Background: an optimization exercise with open tools, aiming at small area, a short achievable clock period and few clock cycles. Do not read the settings as production practice. Function was checked by simulation only, so behaviour that the tests miss may differ from the original. Power is estimated from default activity; no workload was simulated.

File: flow/config.mk
export PLATFORM = sky130hd
export DESIGN_NAME = femtorv_core
export DESIGN_NICKNAME = femtorv_core
export VERILOG_FILES = /design/flow/design.v
export SDC_FILE = /design/flow/constraint.sdc
export NUM_CORES = 4
export LEC_CHECK = 0
export CAP_MARGIN = 20
export CORE_MARGIN = 2
export CORE_UTILIZATION = 65
export CTS_BUF_LIST = sky130_fd_sc_hd__clkbuf_4 sky130_fd_sc_hd__clkbuf_8
export SLEW_MARGIN = 20
File: flow/constraint.sdc
create_clock -name core_clock -period 10.0 [get_ports {clk}]
set_input_delay 2.0000 -clock core_clock [delete_from_list [all_inputs] [get_ports {clk}]]
set_output_delay 2.0000 -clock core_clock [all_outputs]
set_load 0.01 [all_outputs]
File: flow/design.v
module femtorv_core (
    input  logic        clk,
    input  logic        resetn,
    output logic        mem_valid,
    input  logic        mem_ready,
    output logic [ 3:0] mem_wstrb,
    output logic [31:0] mem_addr,
    output logic [31:0] mem_wdata,
    input  logic [31:0] mem_rdata
);
  logic        valid_q;
  logic [31:2] addr_q;      
  logic [ 3:0] wstrb_q;
  logic [31:0] wdata_q;
  logic        is_data;     
  logic        iv;          
  logic [31:2] pc;          
  logic [31:2] instr;
  logic        pred_q;      
  logic [ 2:0] ld_f3;
  logic [ 1:0] ld_off;
  logic [ 4:0] ld_rd_q;
  logic        ld_en_q;
  logic [31:0] res_q;
  logic        wb_en_q;
  logic        wb_ld_q;
  logic [ 4:0] wb_idx_q;
  assign mem_valid = valid_q;
  assign mem_addr  = {addr_q, 2'b00};
  assign mem_wstrb = wstrb_q;
  assign mem_wdata = wdata_q;
  wire [4:0] opc = instr[6:2];
  wire isBr    =  opc[4] & ~opc[0];
  wire isJal   =  opc[4] &  opc[1];
  wire isJalr  =  opc[4] &  opc[0] & ~opc[1];
  wire isMem   = ~opc[4] & ~opc[2];
  wire isStore =  isMem  &  opc[3];
  wire isLoad  =  isMem  & ~opc[3];
  wire isALU   = ~opc[4] &  opc[2] & ~opc[0];
  wire isOp    =  isALU  &  opc[3];
  wire isU     = ~opc[4] &  opc[2] &  opc[0];
  wire isLui   =  isU    &  opc[3];
  wire isAuipc =  isU    & ~opc[3];
  wire [2:0] f3 = instr[14:12];
  wire [4:0] rd = instr[11:7];
  wire [31:0] Iimm = {{21{instr[31]}}, instr[30:20]};
  wire [31:0] Simm = {{21{instr[31]}}, instr[30:25], instr[11:7]};
  wire [31:0] Uimm = {instr[31:12], 12'b0};
  wire [31:0] rdi = mem_rdata;
  wire         p_new  = rdi[6] & (rdi[3] | ~rdi[2]);           
  wire [9:2]   t_off  = {rdi[29:25], rdi[3] ? rdi[24:22] : rdi[11:9]};
  wire [9:2]   t_lo   = addr_q[9:2] + t_off;
  wire [31:2]  a_inc  = addr_q + 30'd1;
  wire [31:2]  t_next = ({30{p_new}} & {addr_q[31:10], t_lo}) | ({30{~p_new}} & a_inc);
  wire [31:2]  Bimm   = {{20{instr[31]}}, instr[7], instr[30:25], instr[11:9]};
  wire [31:2]  Jimm   = {{12{instr[31]}}, instr[19:12], instr[20], instr[30:22]};
  wire [31:2]  pcimm  = pc + (isJal ? Jimm : Bimm);
  wire [15:0] ld_half = ld_off[1] ? res_q[31:16] : res_q[15:0];
  wire [ 7:0] ld_byte = ld_off[0] ? ld_half[15:8] : ld_half[7:0];
  wire        ld_sign = ~ld_f3[2] & (ld_f3[0] ? ld_half[15] : ld_byte[7]);
  wire [31:0] wbdata  = ~wb_ld_q | ld_f3[1] ? res_q :
                        ld_f3[0] ? {{16{ld_sign}}, ld_half} : {{24{ld_sign}}, ld_byte};
  logic [31:1][31:0] rf;
  always_ff @(posedge clk)
    for (int i = 1; i < 32; i++)
      if (wb_en_q & (wb_idx_q == i[4:0])) rf[i] <= wbdata;
  logic [31:0] r2_q;
  wire  [4:0]  ra1 = instr[19:15];
  wire  [4:0]  ra2 = instr[24:20];
  wire  [4:0]  pa  = mem_ready ? mem_rdata[24:20] : ra1;
  wire  [31:0][31:0] rfv = {rf, 32'd0};    
  wire  [31:0] pr  = rfv[pa];
  wire  [31:0] r1  = (wb_en_q & (wb_idx_q == ra1)) ? wbdata : pr;
  wire  [31:0] r2  = (wb_en_q & (wb_idx_q == ra2)) ? wbdata : r2_q;
  logic [31:0] a_q, bx_q;
  logic        sub_q, sra_q;
  logic        r_add, r_slt, r_sltu, r_xor, r_or, r_and, r_sll, r_sr, r_link;
  logic        br_q, jal_q, jalr_q, ld_q, st_q;
  logic        tgt_ok_q;    
  logic [ 2:0] f3_q;
  wire        aluF = isALU;
  wire        sub  = isBr | (isALU & (f3 == 3'b010 | f3 == 3'b011)) |
                     (isOp & f3 == 3'b000 & instr[30]);
  wire [31:0] b    = (isOp | isBr) ? r2 : isStore ? Simm : isU ? Uimm : Iimm;
  always_ff @(posedge clk) begin
    r2_q   <= (mem_ready & ~is_data) ? pr : r2;
    a_q    <= isAuipc ? {pc, 2'b00} : isLui ? 32'd0 : r1;    
    bx_q   <= b ^ {32{sub}};
    sub_q  <= sub;
    sra_q  <= instr[30];
    r_add  <= aluF ? (f3 == 3'b000) : ~(isJal | isJalr);
    r_slt  <= aluF & (f3 == 3'b010);
    r_sltu <= aluF & (f3 == 3'b011);
    r_xor  <= aluF & (f3 == 3'b100);
    r_or   <= aluF & (f3 == 3'b110);
    r_and  <= aluF & (f3 == 3'b111);
    r_sll  <= aluF & (f3 == 3'b001);
    r_sr   <= aluF & (f3 == 3'b101);
    r_link <= isJal | isJalr;
    br_q   <= isBr;
    jal_q  <= isJal;
    jalr_q <= isJalr;
    ld_q   <= isLoad;
    st_q   <= isStore;
    f3_q   <= f3;
    tgt_ok_q <= (pcimm == addr_q);
  end
  wire [32:0] sum33 = {1'b0, a_q} + {1'b0, bx_q} + {32'd0, sub_q};
  wire [31:0] sum   = sum33[31:0];
  wire        ltu   = ~sum33[32];
  wire        lt    = (a_q[31] ^ ~bx_q[31]) ? a_q[31] : ltu;
  wire        eq    = &(a_q ^ bx_q);     
  wire [31:0] sh_in;
  wire [31:0] sh_out;
  for (genvar k = 0; k < 32; k++) begin : g_rev
    assign sh_in[k]  = r_sll ? a_q[31-k] : a_q[k];
  end
  wire        sh_fill = sra_q & ~r_sll & a_q[31];
  wire [31:0] sh_s1 = bx_q[0] ? {{ 1{sh_fill}}, sh_in[31: 1]} : sh_in;
  wire [31:0] sh_s2 = bx_q[1] ? {{ 2{sh_fill}}, sh_s1[31: 2]} : sh_s1;
  wire [31:0] sh_s3 = bx_q[2] ? {{ 4{sh_fill}}, sh_s2[31: 4]} : sh_s2;
  wire [31:0] sh_s4 = bx_q[3] ? {{ 8{sh_fill}}, sh_s3[31: 8]} : sh_s3;
  wire [31:0] sh_res = bx_q[4] ? {{16{sh_fill}}, sh_s4[31:16]} : sh_s4;
  for (genvar k = 0; k < 32; k++) begin : g_rev2
    assign sh_out[k] = r_sll ? sh_res[31-k] : sh_res[k];
  end
  wire [31:0] res = ({32{r_add }} & sum) |
                    ({32{r_slt }} & {31'd0, lt}) |
                    ({32{r_sltu}} & {31'd0, ltu}) |
                    ({32{r_xor }} & (a_q ^ bx_q)) |
                    ({32{r_or  }} & (a_q | bx_q)) |
                    ({32{r_and }} & (a_q & bx_q)) |
                    ({32{r_sll | r_sr}} & sh_out) |
                    ({32{r_link}} & {pc1, 2'b00});
  wire cond  = (f3_q[2] ? (f3_q[1] ? ltu : lt) : eq) ^ f3_q[0];
  wire [31:2] pc1      = pc + 30'd1;
  wire        taken    = jal_q | (br_q & cond);
  wire        redirect = jalr_q | (taken ? ~(pred_q & tgt_ok_q) : pred_q);
  wire [31:2] target   = jalr_q ? sum[31:2] :
                         (({30{taken}} & pcimm) | ({30{~taken}} & pc1));
  wire        exec   = iv & ~is_data;
  wire        writesRd = ~(br_q | ld_q | st_q);
  wire [3:0] smask = f3_q[1] ? 4'b1111 :
                     f3_q[0] ? (sum[1] ? 4'b1100 : 4'b0011) :
                     (4'b0001 << sum[1:0]);
  always_ff @(posedge clk) begin
    if (!is_data)
      wdata_q <= f3[1] ? r2 : f3[0] ? {2{r2[15:0]}} : {4{r2[7:0]}};
    if (mem_ready) begin
      res_q    <= is_data ? mem_rdata : res;
      wb_ld_q  <= is_data;
      wb_idx_q <= is_data ? ld_rd_q : rd;
    end
    if (mem_ready & ~is_data) begin
      instr  <= mem_rdata[31:2];
      pc     <= addr_q;
      pred_q <= p_new;
    end
    if (mem_ready & ~is_data & exec & (ld_q | st_q)) begin
      ld_rd_q <= rd;
      ld_en_q <= ld_q & (rd != 5'd0);
      ld_f3   <= f3_q;
      ld_off  <= sum[1:0];
    end
    if (!resetn) begin
      valid_q <= 1'b0;
      addr_q  <= 30'd0;
      wstrb_q <= 4'd0;
      is_data <= 1'b0;
      iv      <= 1'b0;
      wb_en_q <= 1'b0;
    end else begin
      valid_q <= 1'b1;
      wb_en_q <= mem_ready & (is_data ? ld_en_q : exec & writesRd & (rd != 5'd0));
      if (mem_ready) begin
        if (is_data) begin
          is_data <= 1'b0;
          addr_q  <= pred_q ? pcimm : pc1;
          wstrb_q <= 4'd0;
        end else if (exec & (ld_q | st_q)) begin
          is_data <= 1'b1;
          addr_q  <= sum[31:2];
          wstrb_q <= st_q ? smask : 4'd0;
          iv      <= 1'b1;
        end else if (exec & redirect) begin
          addr_q  <= target;
          iv      <= 1'b0;
        end else begin
          addr_q  <= t_next;
          iv      <= 1'b1;
        end
      end
    end
  end
endmodule
File: flow/flow/run.sh
#!/bin/bash
export SETUP_SLACK_MARGIN=6.0
export BUFFER_PORTS_ARGS="-buffer_cell sky130_fd_sc_hd__buf_4"
bash standard.sh > standard.log 2>&1
File: flow/standard.sh
#!/bin/bash
# synth_recipe.tcl (not shown) runs the flow's synth.tcl, then flattens the netlist and writes it again
# the make line also repeats each setting of config.mk as NAME=value (left out here)
make -C /OpenROAD-flow-scripts/flow DESIGN_CONFIG=/design/flow/config.mk WORK_HOME=/design/flow/orfs CLKGATE_MAP_FILE= SYNTH_SCRIPT=/design/flow/synth_recipe.tcl "${@:-finish}"
==> results of run 1 <==
timing repair:
item | 4_1_cts | 5_1_grt
pin swaps | 22 | 22
gates resized for setup | 126 | 101
gates cloned | 9 | 4
buffers inserted | 16 | 19
setup endpoints to repair | 156 | 76
worst min-delay path: stages, from the launching register on:
cell and delay, ns:
dfxtp_1 0.31, nand2_1 0.05, a21oi_1 0.05
registers in the layout, indices dropped and copies added (netlist names), 2 cells and up, named ones only:
signal    count
rf          992
a_q          32
bx_q         32
r2_q         32
res_q        32
wdata_q      32
instr        30
pc           30
addr_q        8
ld_rd_q       5
wb_idx_q      5
wstrb_q       4
f3_q          3
ld_f3         3
ld_off        2
layout make-up:
| cell class | instances | area share |
|---|---|---|
| flip-flops and latches | 1288 | 0.542 |
| multi-input cells | 2917 | 0.335 |
| clock buffers | 292 | 0.0510 |
| repair buffers | 238 | 0.0323 |
| well taps | 1254 | 0.0229 |
| inverters | 162 | 0.00908 |
| clock inverters | 72 | 0.00786 |
| diodes | 4 | 0.000146 |
| repair inverters | 1 | 0.0000729 |
synthesized netlist by cell type (all sizes together), types with 6 or more instances:
| cell | instances | share of area |
|---|---|---|
| mux2i | 74 | 0.012 |
| a22oi | 24 | 0.0030 |
| nand2 | 553 | 0.034 |
| nor3 | 36 | 0.0030 |
| inv | 160 | 0.0099 |
| o21ai | 307 | 0.025 |
| nand3b | 30 | 0.0037 |
| a22o | 6 | 0.00087 |
| nand4 | 26 | 0.0027 |
| a311oi | 6 | 0.0013 |
| and4 | 7 | 0.0010 |
| a211oi | 41 | 0.0051 |
| dfxtp | 154 | 0.051 |
| nand3 | 186 | 0.015 |
| and2 | 12 | 0.0012 |
| mux2 | 50 | 0.0093 |
| or2 | 7 | 0.00072 |
| nand2b | 17 | 0.0018 |
| mux4 | 255 | 0.095 |
| nor2b | 20 | 0.0021 |
| ha | 102 | 0.021 |
| o21bai | 8 | 0.00099 |
| o311ai | 6 | 0.00087 |
| xnor2 | 82 | 0.012 |
| buf | 69 | 0.0050 |
| a211o | 10 | 0.0014 |
| o31ai | 13 | 0.0017 |
| o21a | 23 | 0.0028 |
| edfxtp | 1134 | 0.56 |
| o2111ai | 13 | 0.0019 |
| a21oi | 320 | 0.026 |
| or3 | 12 | 0.0012 |
| o221ai | 7 | 0.0010 |
| nor2 | 265 | 0.016 |
| clkbuf | 228 | 0.014 |
| a2bb2oi | 13 | 0.0019 |
| a31oi | 29 | 0.0030 |
| a221oi | 54 | 0.0078 |
| nor4 | 11 | 0.0012 |
| and3 | 24 | 0.0025 |
| xor2 | 90 | 0.013 |
| o22ai | 17 | 0.0018 |
| a21o | 42 | 0.0052 |
| o211ai | 37 | 0.0046 |
| a2111oi | 7 | 0.0010 |
stage by stage:
| step | hold WS (ns) | instance area, um2 | util | std cells |
|---|---|---|---|---|
| 2_1_floorplan | 0.417 | 60900 | - | 4658 |
| 3_3_place_gp | 0.442 | 63100 | 0.679 | 5811 |
| 3_5_place_dp | 0.454 | 63100 | 0.679 | 5811 |
| 4_1_cts | 0.460 | 67900 | 0.731 | 6200 |
| 5_1_grt | 0.480 | 68600 | 0.739 | 6227 |
| 6_report | 0.458 | 68600 | 0.739 | 6228 |
logic make-up (layout without fill, tap and decap cells):
family | after synthesis | after routing | synth area share
fa+ha+maj | 106 | 106 | 0.0223
simple gates | 1221 | 1222 | 0.0892
mux | 379 | 383 | 0.116
other cells | 1 | 6 | 0.0000617
buf+inv | 459 | 765 | 0.0291
compound gates | 1023 | 1024 | 0.104
xor+xnor | 180 | 180 | 0.0278
flops | 1288 | 1288 | 0.611
layout by cell type, fill, tap and decap left out, drive strengths merged, types with 82 or more instances in the layout:
cell	n
a21oi	321
nand2	553
o21ai	307
nor2	266
xnor2	82
ha	102
buf	232
xor2	90
nand3	186
clkbuf	295
dfxtp	154
edfxtp	1134
inv	165
mux4	255
where the power goes:
group / leakage [nW] / internal (mW) / switching (mW) / total, mW
clock network: 2.15 / 2.39 / 2.11 / 4.50
registers: 11.7 / 6.33 / 0.292 / 6.62
logic: 10.2 / 1.13 / 2.32 / 3.45
total: 24.1 / 9.85 / 4.72 / 14.6
layer usage:
layer / global-route usage / part of all wire / vias up
met5: 0 / 0.00023 / -
li1: - / - / 18100
met1: 0.575 / 0.34 / 21400
met3: 0.114 / 0.13 / 803
met2: 0.643 / 0.44 / 3726
met4: 0.321 / 0.091 / 8
worst max-delay path by stage:
stage,start,endpoint,slack [ns],cells after the start
global route,bx_q[2],res_q[30],5.86,14
detailed placement,mem_ready,a_q[9],4.13,10
global placement,mem_ready,a_q[9],4.14,10
finish,a_q[14],res_q[30],5.87,12
floorplan,mem_rdata[3],addr_q[9],5.73,14
CTS,bx_q[0],register,5.94,14
==> summary.txt, run 1 <==
* Status: failed layout checks
* SO Viols: max-capacitance violations, max-slew violations
* Hold Fails Final Rpt at 0
* Final worst slack at between 5 and 6 ns
* Max-slew headroom at -0.0880
* Reg-to-Reg End: res_q[30]
* Worst Hold Class: reg -> reg
* Final nets at a little under 5000
* CTS tree: done
* DRC at 0
* Setup TNS at 0 ns
* CP startpoint kind: register
* Area grow syn2layout at 13.0%
* DIE AREA at between 90000 and 100000 um2
* Vias in the first global route at just over 40000
* Grt ovf at 0
* Port Buffers at 101
* Setup violations, final at 0
* Total number of yosys warnings at 1
* Fmax at roughly 0.24 GHz
* Worst hold stages at 2
* Initial antenna violation count at 11
* Die width at 310 um
* Pre-CTS setup slack at between 4 and 5 ns
* First-pass GRT wire length at 294000 um
* Area of the multi-input gates at between 20000 and 25000 um2
* Die height at between 300 and 400 um
* Hold buffer count at CTS at 0
* DP Wirelength at 131000 um
* DRT Pass-1 Iters at 8
* Maximum vdd ir drop at 0.152 mV
* Hold Path Sink: wstrb_q[2]
* H-tree depth at 4
* Hold path start: wstrb_q[2]
* Netlist cell types at 90
* Final antenna-violating net count at 0
* Initial DRC Count at just over 7000
* Clk root buf: clkbuf_8
* Routed WL per cell at ~34 um
* Maximum number of pins on one net before global-route repair at 91
* WP data arrival at about 4.8 ns
* Max-cap viol count at 1
* Starting density of the core at 0.654
* Via count at approximately 44000
* Slowest stage delay, CP at roughly 0.57 ns
* Async SR Flop Fraction at 0
* Lkg Pwr at 24.1 nW
* Vias per inst at ~7
* Largest delay share family, worst path: compound AO/OA/AOI/OAI gates
* Num CTS Buffers at 198
* Pins Over Slew Limit at 9
* Max clock buf depth at 3
* Mapped cell area at about 61000 um2
* Drt total wl at 212000 um
* Critical R2R Launch: a_q[14]
* GPL Wtd Cong at 1.05
* Crit path time final at about 4.1 ns
* Clock-pin transition on the worst setup and hold timing paths at roughly 0.06 ns
* WS Path Type: reg -> reg
* Share of layout cells above drive strength 1 at 0.214
* Seq. cell area at between 30000 and 40000 um2
* CP required at 10.67 ns
* Cells after Synth at between 4000 and 5000
* Clock Skew at 0.0580 ns
* Pwr dens at 212 nW/um2
* CP cell instances: inv_1, ha_1, and3_1, and4b_1, a211oi_2, a31oi_1, o311ai_1, nand3b_1, a21oi_1, xnor2_2, nand2_1, a2bb2oi_2
* Worst-margin pin slew at 1.63 ns
* Clock Latency Late Sink at between 0.9 and 1 ns
* Buffers & Inverters on Critical Path at 1
* Flops & latches, synth at 1288
* RSZ-0062 raised after global routing: true
* Crit-path max FO at 6
* CTS Sinks at roughly 1300
* Core area at 92900 um2
* Ports at ~100
* Top FF cell, synth: edfxtp_1
* Period utilization at 0.413
* Number of synthesized flops with an enable pin at between 1000 and 1500
* Fillcell total at 5992
* Worst setup EP type: register
* Sequential area share after synthesis at 0.611
* Final Total Pwr at 14.6 mW
* Worst path slowest cell: dfxtp_1
* Number of cells on the worst reg-to-reg path at 12
* Reg-to-reg setup timing slack at roughly 5.9 ns
* Total track usage at 0.440
* FP Rows at between 100 and 150
* Avg Inst Size Synth at 13.0 um2
Testbench counts, summed over its fixed seeds: cycles 79,262.
==> run 2, diff against run 1 <==
--- a/flow/design.v
+++ b/flow/design.v
@@ -54,7 +54,7 @@
   wire [31:2]  t_next = ({30{p_new}} & {addr_q[31:10], t_lo}) | ({30{~p_new}} & a_inc);
   wire [31:2]  Bimm   = {{20{instr[31]}}, instr[7], instr[30:25], instr[11:9]};
   wire [31:2]  Jimm   = {{12{instr[31]}}, instr[19:12], instr[20], instr[30:22]};
-  wire [31:2]  pcimm  = pc + (isJal ? Jimm : Bimm);
+  wire [31:2]  pcimm  = pc + (isJal ? Jimm : isU ? Uimm[31:2] : Bimm);    
   wire [15:0] ld_half = ld_off[1] ? res_q[31:16] : res_q[15:0];
   wire [ 7:0] ld_byte = ld_off[0] ? ld_half[15:8] : ld_half[7:0];
   wire        ld_sign = ~ld_f3[2] & (ld_f3[0] ? ld_half[15] : ld_byte[7]);
@@ -74,21 +74,23 @@
   wire  [31:0] r2  = (wb_en_q & (wb_idx_q == ra2)) ? wbdata : r2_q;
   logic [31:0] a_q, bx_q;
   logic        sub_q, sra_q;
-  logic        r_add, r_slt, r_sltu, r_xor, r_or, r_and, r_sll, r_sr, r_link;
+  logic        r_add, r_slt, r_sltu, r_xor, r_or, r_and, r_sll, r_sr, r_link, r_lui, r_auipc;
   logic        br_q, jal_q, jalr_q, ld_q, st_q;
   logic        tgt_ok_q;    
   logic [ 2:0] f3_q;
   wire        aluF = isALU;
   wire        sub  = isBr | (isALU & (f3 == 3'b010 | f3 == 3'b011)) |
                      (isOp & f3 == 3'b000 & instr[30]);
-  wire [31:0] b    = (isOp | isBr) ? r2 : isStore ? Simm : isU ? Uimm : Iimm;
+  wire [31:0] b    = (isOp | isBr) ? r2 : isStore ? Simm : Iimm;
   always_ff @(posedge clk) begin
     r2_q   <= (mem_ready & ~is_data) ? pr : r2;
-    a_q    <= isAuipc ? {pc, 2'b00} : isLui ? 32'd0 : r1;    
+    a_q    <= r1;    
     bx_q   <= b ^ {32{sub}};
     sub_q  <= sub;
     sra_q  <= instr[30];
-    r_add  <= aluF ? (f3 == 3'b000) : ~(isJal | isJalr);
+    r_add  <= aluF ? (f3 == 3'b000) : ~(isJal | isJalr | isU);
+    r_lui  <= isLui;
+    r_auipc <= isAuipc;
     r_slt  <= aluF & (f3 == 3'b010);
     r_sltu <= aluF & (f3 == 3'b011);
     r_xor  <= aluF & (f3 == 3'b100);
@@ -131,7 +133,9 @@
                     ({32{r_or  }} & (a_q | bx_q)) |
                     ({32{r_and }} & (a_q & bx_q)) |
                     ({32{r_sll | r_sr}} & sh_out) |
-                    ({32{r_link}} & {pc1, 2'b00});
+                    ({32{r_link}} & {pc1, 2'b00}) |
+                    ({32{r_lui }} & Uimm) |
+                    ({32{r_auipc}} & {pcimm, 2'b00});
   wire cond  = (f3_q[2] ? (f3_q[1] ? ltu : lt) : eq) ^ f3_q[0];
   wire [31:2] pc1      = pc + 30'd1;
   wire        taken    = jal_q | (br_q & cond);
--- a/flow/config.mk
+++ b/flow/config.mk
@@ -7,6 +7,6 @@
 export LEC_CHECK = 0
 export CAP_MARGIN = 20
 export CORE_MARGIN = 2
-export CORE_UTILIZATION = 65
+export CORE_UTILIZATION = 50
 export CTS_BUF_LIST = sky130_fd_sc_hd__clkbuf_4 sky130_fd_sc_hd__clkbuf_8
 export SLEW_MARGIN = 20
==> summary.txt, run 2 <==
* Setup TNS at 0 ns (unchanged)
* Pins Over Slew Limit at 0 (-9)
* Maximum number of pins on one net before global-route repair at 81 (-11%)
* WP data arrival at 4.87 ns (+0.07 ns)
* H-tree depth at 4 (unchanged)
* Cells after Synth at 4632 (-0.54%)
* CP required at 10.65 ns (-0.02 ns)
* Starting density of the core at 0.503 (-0.151)
* Synth area leaders: edfxtp_1 56%, mux4_2 9.2%, dfxtp_1 5.2%, nand2_1 3.7%, a21oi_1 2.7%
* Async SR Flop Fraction at 0 (unchanged)
* Most frequent cells in the layout: 1134 x edfxtp_1, 584 x nand2_1, 304 x a21oi_1
* GR met2 Demand/Resource at 0.553 (-0.0894)
* CTS Sinks at 1290 (+0.16%)
* DIE AREA at 123000 um2 (+29%)
* Pwr dens at 211 nW/um2 (-0.79%)
* Final antenna-violating net count at 0 (unchanged)
* Share of layout cells above drive strength 1 at 0.247 (+0.0327)
* Max-slew headroom at 0.0961 (+0.184)
* Flip-flop count of the largest register after layout at 992 (unchanged)
* Critical Path Source: instr[6]
* FP Rows at 127 (+13%)
* GR Util met3 at 0.0832 (-0.0310)
* Setup violations, final at 0 (unchanged)
* Area share of the leading cell type in the synthesized netlist at 0.565 (+0.00412)
* Worst Hold Class: reg -> reg
* GR peak layer: met2
* Clock-pin transition on the worst setup and hold timing paths at 0.06 ns (about the same)
* GPL Wtd Cong at 1.05 (about the same)
* Lkg Pwr at 24.6 nW (+2.3%)
* CTS tree: done
* Number of synthesized flops with an enable pin at 1134 (unchanged)
* Top FF cell, synth: edfxtp_1
* Fmax at 0.237 GHz (-2.2%)
* Max clock buf depth at 3 (unchanged)
* Drt total wl at 219000 um (+3.4%)
* Clock Skew at 0.0700 ns (+0.0120 ns)
* Die height at 351 um (+13%)
* Most flop-heavy register: rf
* Via count at 42700 (-3.0%)
* Yosys top cell by area: edfxtp_1
* CP startpoint kind: register
* Status: finished clean
* Worst-margin pin slew at 1.35 ns (-0.276 ns)
* Flops & latches, synth at 1290 (+0.16%)
* Area grow syn2layout at 16.5%
* Most frequent cell after synthesis: edfxtp_1
* Vias per inst at 6.39 (-9.5%)
* Max-cap viol count at 0 (-1)
* CP cell instances: buf_6, nor2b_4, and2_4, buf_12, buf_4, o21ai_0, nand2_2, ha_4, a21oi_1, o211ai_1, a31o_2, a22o_1, a311oi_2, o31ai_1, a21oi_1, xnor2_2, a22o_1, o32a_1
* DP Wirelength at 133000 um (+1.9%)
* RSZ-0062 raised after global routing: true
* Routed WL per cell at 32.9 um (-3.5%)
* Ports at 104 (unchanged)
* Hold path start: wstrb_q[2]
* Clk root buf: clkbuf_8
* Die width at 351 um (+13%)
* Area after DPL at 63200 um2 (+0.22%)
* Mapped cell area at 60300 um2 (-0.73%)
* Crit-path max FO at 6 (unchanged)
* WS Path Type: reg -> reg
* Num CTS Buffers at 208 (+5.1%)
* Clock Latency Late Sink at 0.96 ns (+0.04 ns)
* Crit path time final at 4.22 ns (+0.0914 ns)
* Avg Inst Size Synth at 13.0 um2 (-0.19%)
* Sequential area share after synthesis at 0.616 (+0.00515)
* Hold Fails Final Rpt at 0 (unchanged)
* Final nets at 5014 (+1.4%)
* Total number of yosys warnings at 1 (unchanged)
* First-pass GRT wire length at 304000 um (+3.5%)
* Final Total Pwr at 14.8 mW (+1.6%)
* Design area at 70300 um2 (+2.4%)
* Port Buffers at 101 (unchanged)
* Slowest stage delay, CP at 0.39 ns (-0.18 ns)
* Most frequent cells after synthesis: 1134 x edfxtp_1, 591 x nand2_1, 326 x a21oi_1, 315 x o21ai_0, 283 x nor2_1
* DRC at 0 (unchanged)
* Total track usage at 0.353 (-0.0866)
* Critical R2R Launch: instr[6]
* Core area at 120000 um2 (+29%)
* Period utilization at 0.422 (+0.00914)
* Grt ovf at 0 (unchanged)
* Initial DRC Count at 5766 (-20%)
* Maximum vdd ir drop at 0.190 mV (+25%)
* DRT Pass-1 Iters at 9 (+1)
* Worst path slowest cell: o32a_1
* Netlist cell types at 98 (+8.9%)
* Worst setup EP type: register
* Vias in the first global route at 40900 (-0.24%)
* Commonest non-fill, non-tap cell in the layout: edfxtp_1
* Hold WS at 0.450 ns (-0.00805 ns)
* GR met1 Demand/Resource at 0.443 (-0.133)
* Initial antenna violation count at 16 (+5)
==> run 2: kinds of logic after synthesis <==
family | count (synthesis) | synth area share
flip-flops | 1290 | 0.616
AND/OR/NAND/NOR | 1231 | 0.0884
AO/OA/AOI/OAI | 1019 | 0.104
buffers and inverters | 441 | 0.0286
multiplexers | 375 | 0.114
XOR/XNOR | 169 | 0.0253
adder cells (fa/ha/maj) | 106 | 0.0225
other | 1 | 0.0000622
==> run 2: worst paths after layout <==
check          endpoint  slack, ns  cells past startpoint
min          wstrb_q[2]       0.45                      2
max reg2reg   res_q[30]       5.78                     18
max           res_q[30]       5.78                     18
min reg2reg  wstrb_q[2]       0.45                      2
==> run 2: timing repair <==
item	4_1_cts	5_1_grt
resized for setup	209	139
gates cloned	12	2
endpoints found under the setup margin	184	167
hold buffers	0	0
pin swaps	46	58
buffers inserted	48	49
==> run 2: through the flow <==
step	cells	setup slack [ns]	utilization
after floorplan	4633	6.00	-
after global placement	6164	4.13	0.528
after detailed placement	6164	4.19	0.528
after CTS	6614	5.71	0.578
after global routing	6667	5.68	0.586
final	6674	5.78	0.587
==> run 2: area by class of cell <==
cell class / count / area (um2)
Clock buffer: 324 / 3830
Sequential cell: 1290 / 37200
Fill cell: 9711 / 49500
Timing Repair Buffer: 305 / 2640
Multi-Input combinational cell: 2912 / 23300
Tap cell: 1612 / 2020
Inverter: 156 / 641
Clock inverter: 66 / 572
Antenna cell: 9 / 22.5
==> run 2: critical path: cells and delay by family, from the launching register on <==
| kind | cells | cell delay [ns] |
|---|---|---|
| AOI/OAI and AO/OA | 10 | 2.19 |
| xor gates and xnor gates | 1 | 0.15 |
| adders and majority gates | 1 | 0.23 |
| buffers and inverters | 3 | 0.46 |
| DFF | 1 | 0.38 |
| and+or+nand+nor | 3 | 0.50 |
==> run 2: power breakdown <==
part           total (mW)  switching [mW]  internal, mW  leakage (nW)
logic                3.48            2.30          1.18          10.6
clock network        4.77            2.24          2.53          2.33
registers            6.55           0.262          6.28          11.7
total                14.8            4.81          10.0          24.6
==> run 2: per-layer routing <==
metal	vias up	part of all wire
li1	18100	-
met1	21400	0.37
met2	2493	0.46
met3	686	0.098
met4	4	0.074
met5	-	0.00011
Testbench counts of run 2, summed over its fixed seeds: cycles 79,262.
==> run 3, diff against run 2 <==
--- a/flow/config.mk
+++ b/flow/config.mk
@@ -7,6 +7,6 @@
 export LEC_CHECK = 0
 export CAP_MARGIN = 20
 export CORE_MARGIN = 2
-export CORE_UTILIZATION = 50
+export CORE_UTILIZATION = 65
 export CTS_BUF_LIST = sky130_fd_sc_hd__clkbuf_4 sky130_fd_sc_hd__clkbuf_8
 export SLEW_MARGIN = 20
==> summary.txt, run 3 <==
* Cells after Synth at 4632 (unchanged)
* Clock Latency Late Sink at 0.90 ns (-0.06 ns)
* H-tree depth at 4 (unchanged)
* Final nets at 4991 (-0.46%)
* Die height at 309 um (-12%)
* Most frequent cells after synthesis: 1134 x edfxtp_1, 591 x nand2_1, 326 x a21oi_1, 315 x o21ai_0, 283 x nor2_1
* DRT Pass-1 Iters at 14 (+5)
* Hold buffer count at CTS at 0 (unchanged)
* RSZ-0062 raised after global routing: true
* Max-cap viol count at 0 (unchanged)
* Port Buffers at 101 (unchanged)
* Grt ovf at 0 (unchanged)
* DIE AREA at 95200 um2 (-23%)
* Core area at 91800 um2 (-23%)
* GPL Wtd Cong at 1.09 (+4.5%)
* Yosys top cell by area: edfxtp_1
* Dpl cells at 5793 (-6.0%)
* Flops & latches, synth at 1290 (unchanged)
* Pins Over Slew Limit at 0 (unchanged)
* Area grow syn2layout at 14.8%
* Total number of yosys warnings at 1 (unchanged)
* Worst Hold Class: reg -> reg
* Number of cells on the worst reg-to-reg path at 16 (-2)
* Async SR Flop Fraction at 0 (unchanged)
* Via count at 44500 (+4.3%)
* Worst hold stages at 2 (unchanged)
* Synth area leaders: edfxtp_1 56%, mux4_2 9.2%, dfxtp_1 5.2%, nand2_1 3.7%, a21oi_1 2.7%
* Fmax at 0.229 GHz (-3.5%)
* Flip-flop count of the largest register after layout at 992 (unchanged)
* Setup TNS at 0 ns (unchanged)
* Clk root buf: clkbuf_8
* Status: finished clean
* FP Rows at 111 (-13%)
* Most flop-heavy register: rf
* Total track usage at 0.436 (+0.0831)
* Most frequent cell after synthesis: edfxtp_1
* First-pass GRT wire length at 293000 um (-3.9%)
* Area share of the leading cell type in the synthesized netlist at 0.565 (unchanged)
* Initial DRC Count at 6910 (+20%)
* Netlist cell types at 98 (unchanged)
* Max-slew headroom at 0.142 (+0.0463)
* Maximum number of pins on one net before global-route repair at 161 (+99%)
* Non-Filler Instances at 6266 (-6.1%)
* Routed WL per cell at 33.2 um (+1.0%)
* Commonest non-fill, non-tap cell in the layout: edfxtp_1
* Lkg Pwr at 24.3 nW (-1.1%)
* CP required at 10.77 ns (+0.12 ns)
* Worst setup EP type: register
* Most frequent cells in the layout: 1134 x edfxtp_1, 585 x nand2_1, 302 x a21oi_1
* Avg Inst Size Synth at 13.0 um2 (unchanged)
* Fillcell total at 5696 (-41%)
* Sequential area share after synthesis at 0.616 (unchanged)
* Clock Skew at 0.0452 ns (-0.0248 ns)
* Starting density of the core at 0.657 (+0.154)
* Vias in the first global route at 41600 (+1.5%)
* Hold Path Sink: wstrb_q[3]
* Worst-margin pin slew at 1.27 ns (-0.0801 ns)
* Critical R2R Launch: instr[22]
* DRC at 0 (unchanged)
* Die width at 309 um (-12%)
* Hold Fails Final Rpt at 0 (unchanged)
* Crit path time final at 4.37 ns (+0.151 ns)
* Top FF cell, synth: edfxtp_1
* Crit-path max FO at 5 (-1)
* Drt total wl at 208000 um (-5.1%)
* WS Path Type: reg -> reg
* Maximum vdd ir drop at 0.203 mV (+7.1%)
* Number of synthesized flops with an enable pin at 1134 (unchanged)
* Setup violations, final at 0 (unchanged)
* Ports at 104 (unchanged)
* Reg-to-reg setup timing slack at 5.63 ns (-0.15 ns)
* Clock-pin transition on the worst setup and hold timing paths at 0.07 ns (about the same)
* Hold path start: wstrb_q[3]
* Mapped cell area at 60300 um2 (unchanged)
* Vias per inst at 7.10 (+11%)
* Period utilization at 0.437 (+0.0151)
* CP startpoint kind: register
* Pwr dens at 208 nW/um2 (-1.2%)
* WP data arrival at 5.14 ns (+0.27 ns)
* Share of layout cells above drive strength 1 at 0.245 (-0.00177)
* Final antenna-violating net count at 0 (unchanged)
* Max clock buf depth at 3 (unchanged)
* CTS tree: done
* CTS Sinks at 1290 (unchanged)
* Num CTS Buffers at 198 (-4.8%)
* Initial antenna violation count at 13 (-3)
* DP Wirelength at 127000 um (-4.6%)
## run 3: cell counts after synthesis
No cell type changed its count.
## run 3: layout make-up
type	instances	area [um2]	share of cell area
Clock inverter	80	482	0.00696
Tap cell	1243	1560	0.0225
Clock buffer	286	3520	0.0508
Inverter	156	614	0.00887
Sequential cell	1290	37300	0.538
Multi-Input combinational cell	2912	23300	0.336
Timing Repair Buffer	292	2510	0.0363
Antenna cell	7	17.5	0.000253
## run 3: repair_timing
action | 4_1_cts | 5_1_grt
setup endpoints to repair | 169 | 155
cloned | 10 | 5
resized for setup | 203 | 151
setup buffers | 40 | 44
pin swaps | 49 | 54
## run 3: cells by family (layout without fill, tap and decap cells)
family,after synthesis,after routing,share of synthesized area
AO/OA/AOI/OAI,1019,1022,0.104
XOR/XNOR,169,169,0.0253
adder cells (fa/ha/maj),106,106,0.0225
buffers and inverters,441,814,0.0286
flip-flops,1290,1290,0.616
multiplexers,375,379,0.114
other,1,9,0.0000622
AND/OR/NAND/NOR,1231,1234,0.0884
## run 3: critical path, cell delays in order (launching register included)
cell and delay, ns:
edfxtp_1 0.85, nand2_1 0.14, o21ai_2 0.10, ha_2 0.20, inv_2 0.05, fa_2 0.36
nor2b_2 0.13, o31a_1 0.16, o31a_1 0.23, a31o_4 0.23, a41oi_2 0.15, xnor2_1 0.15
buf_4 0.17, mux2_2 0.28, a222oi_1 0.73, a21boi_2 0.27, a21oi_1 0.07
## run 3: report_power, final
part / switching (mW) / internal [mW]
clock: 2.12 / 2.31
sequential: 0.257 / 6.29
combinational: 2.28 / 1.17
total: 4.66 / 9.76
## run 3: routing by layer
metal / up-vias / GRT usage / routed length, um / share of wire
li1: 18100 / - / - / -
met1: 21800 / 0.563 / 70900 / 0.34
met2: 3730 / 0.654 / 93300 / 0.45
met3: 897 / 0.118 / 26600 / 0.13
met4: 14 / 0.294 / 17200 / 0.083
met5: - / 0 / 103 / 0.00049
## run 3: stage by stage
stage	hold slack, ns	worst slack (ns)	instance area, um2	power, mW	util
5_1_grt	0.494	5.63	69200	14.8	0.754
4_1_cts	0.465	5.80	68100	14.1	0.742
3_3_place_gp	0.445	4.03	62800	9.52	0.684
3_5_place_dp	0.456	3.91	62800	9.55	0.684
2_1_floorplan	0.369	6.00	60400	8.32	-
6_report	0.458	5.63	69200	14.4	0.754
## run 3: how the worst max path moves through the flow
stage / cells past startpoint / slack, ns / start / to
after floorplan: 15 / 6.00 / mem_rdata[23] / addr_q[9]
after global placement: 11 / 4.03 / mem_ready / a_q[18]
after detailed placement: 11 / 3.91 / mem_ready / a_q[18]
after CTS: 15 / 5.80 / instr[6] / res_q[30]
after global routing: 20 / 5.63 / instr[6] / tgt_ok_q
final: 16 / 5.63 / instr[22] / register

-- static timing again, ports no longer ideal --
No port has a modelled driver above. Below, the same layouts with a new extraction and two added sets of constraints.
Step 1, drivers: a clkbuf_16 drives clk and a buf_2 each remaining input, both assumed.
Step 2, shift: input delay + t, output delay - t, t = (earliest + latest rising clock arrival at the registers) / 2. This alone moves slack from input paths to output paths.
Three values: no drivers, after step 1, after step 2; two values: the first two.
| run | shift t [ns] | setup WS [ns] | worst setup path at the end |
|---|---|---|---|
| run 1 | 0.961 | 5.872 / 5.855 / 4.895 | input to register |
| run 2 | 1.000 | 5.781 / 5.781 / 4.829 | input to register |
| run 3 | 0.952 | 5.629 / 5.629 / 5.035 | input to register |
The setup slack of run 1, which loses most, moves by -0.017 ns with the drivers and by -0.977 ns with both steps.
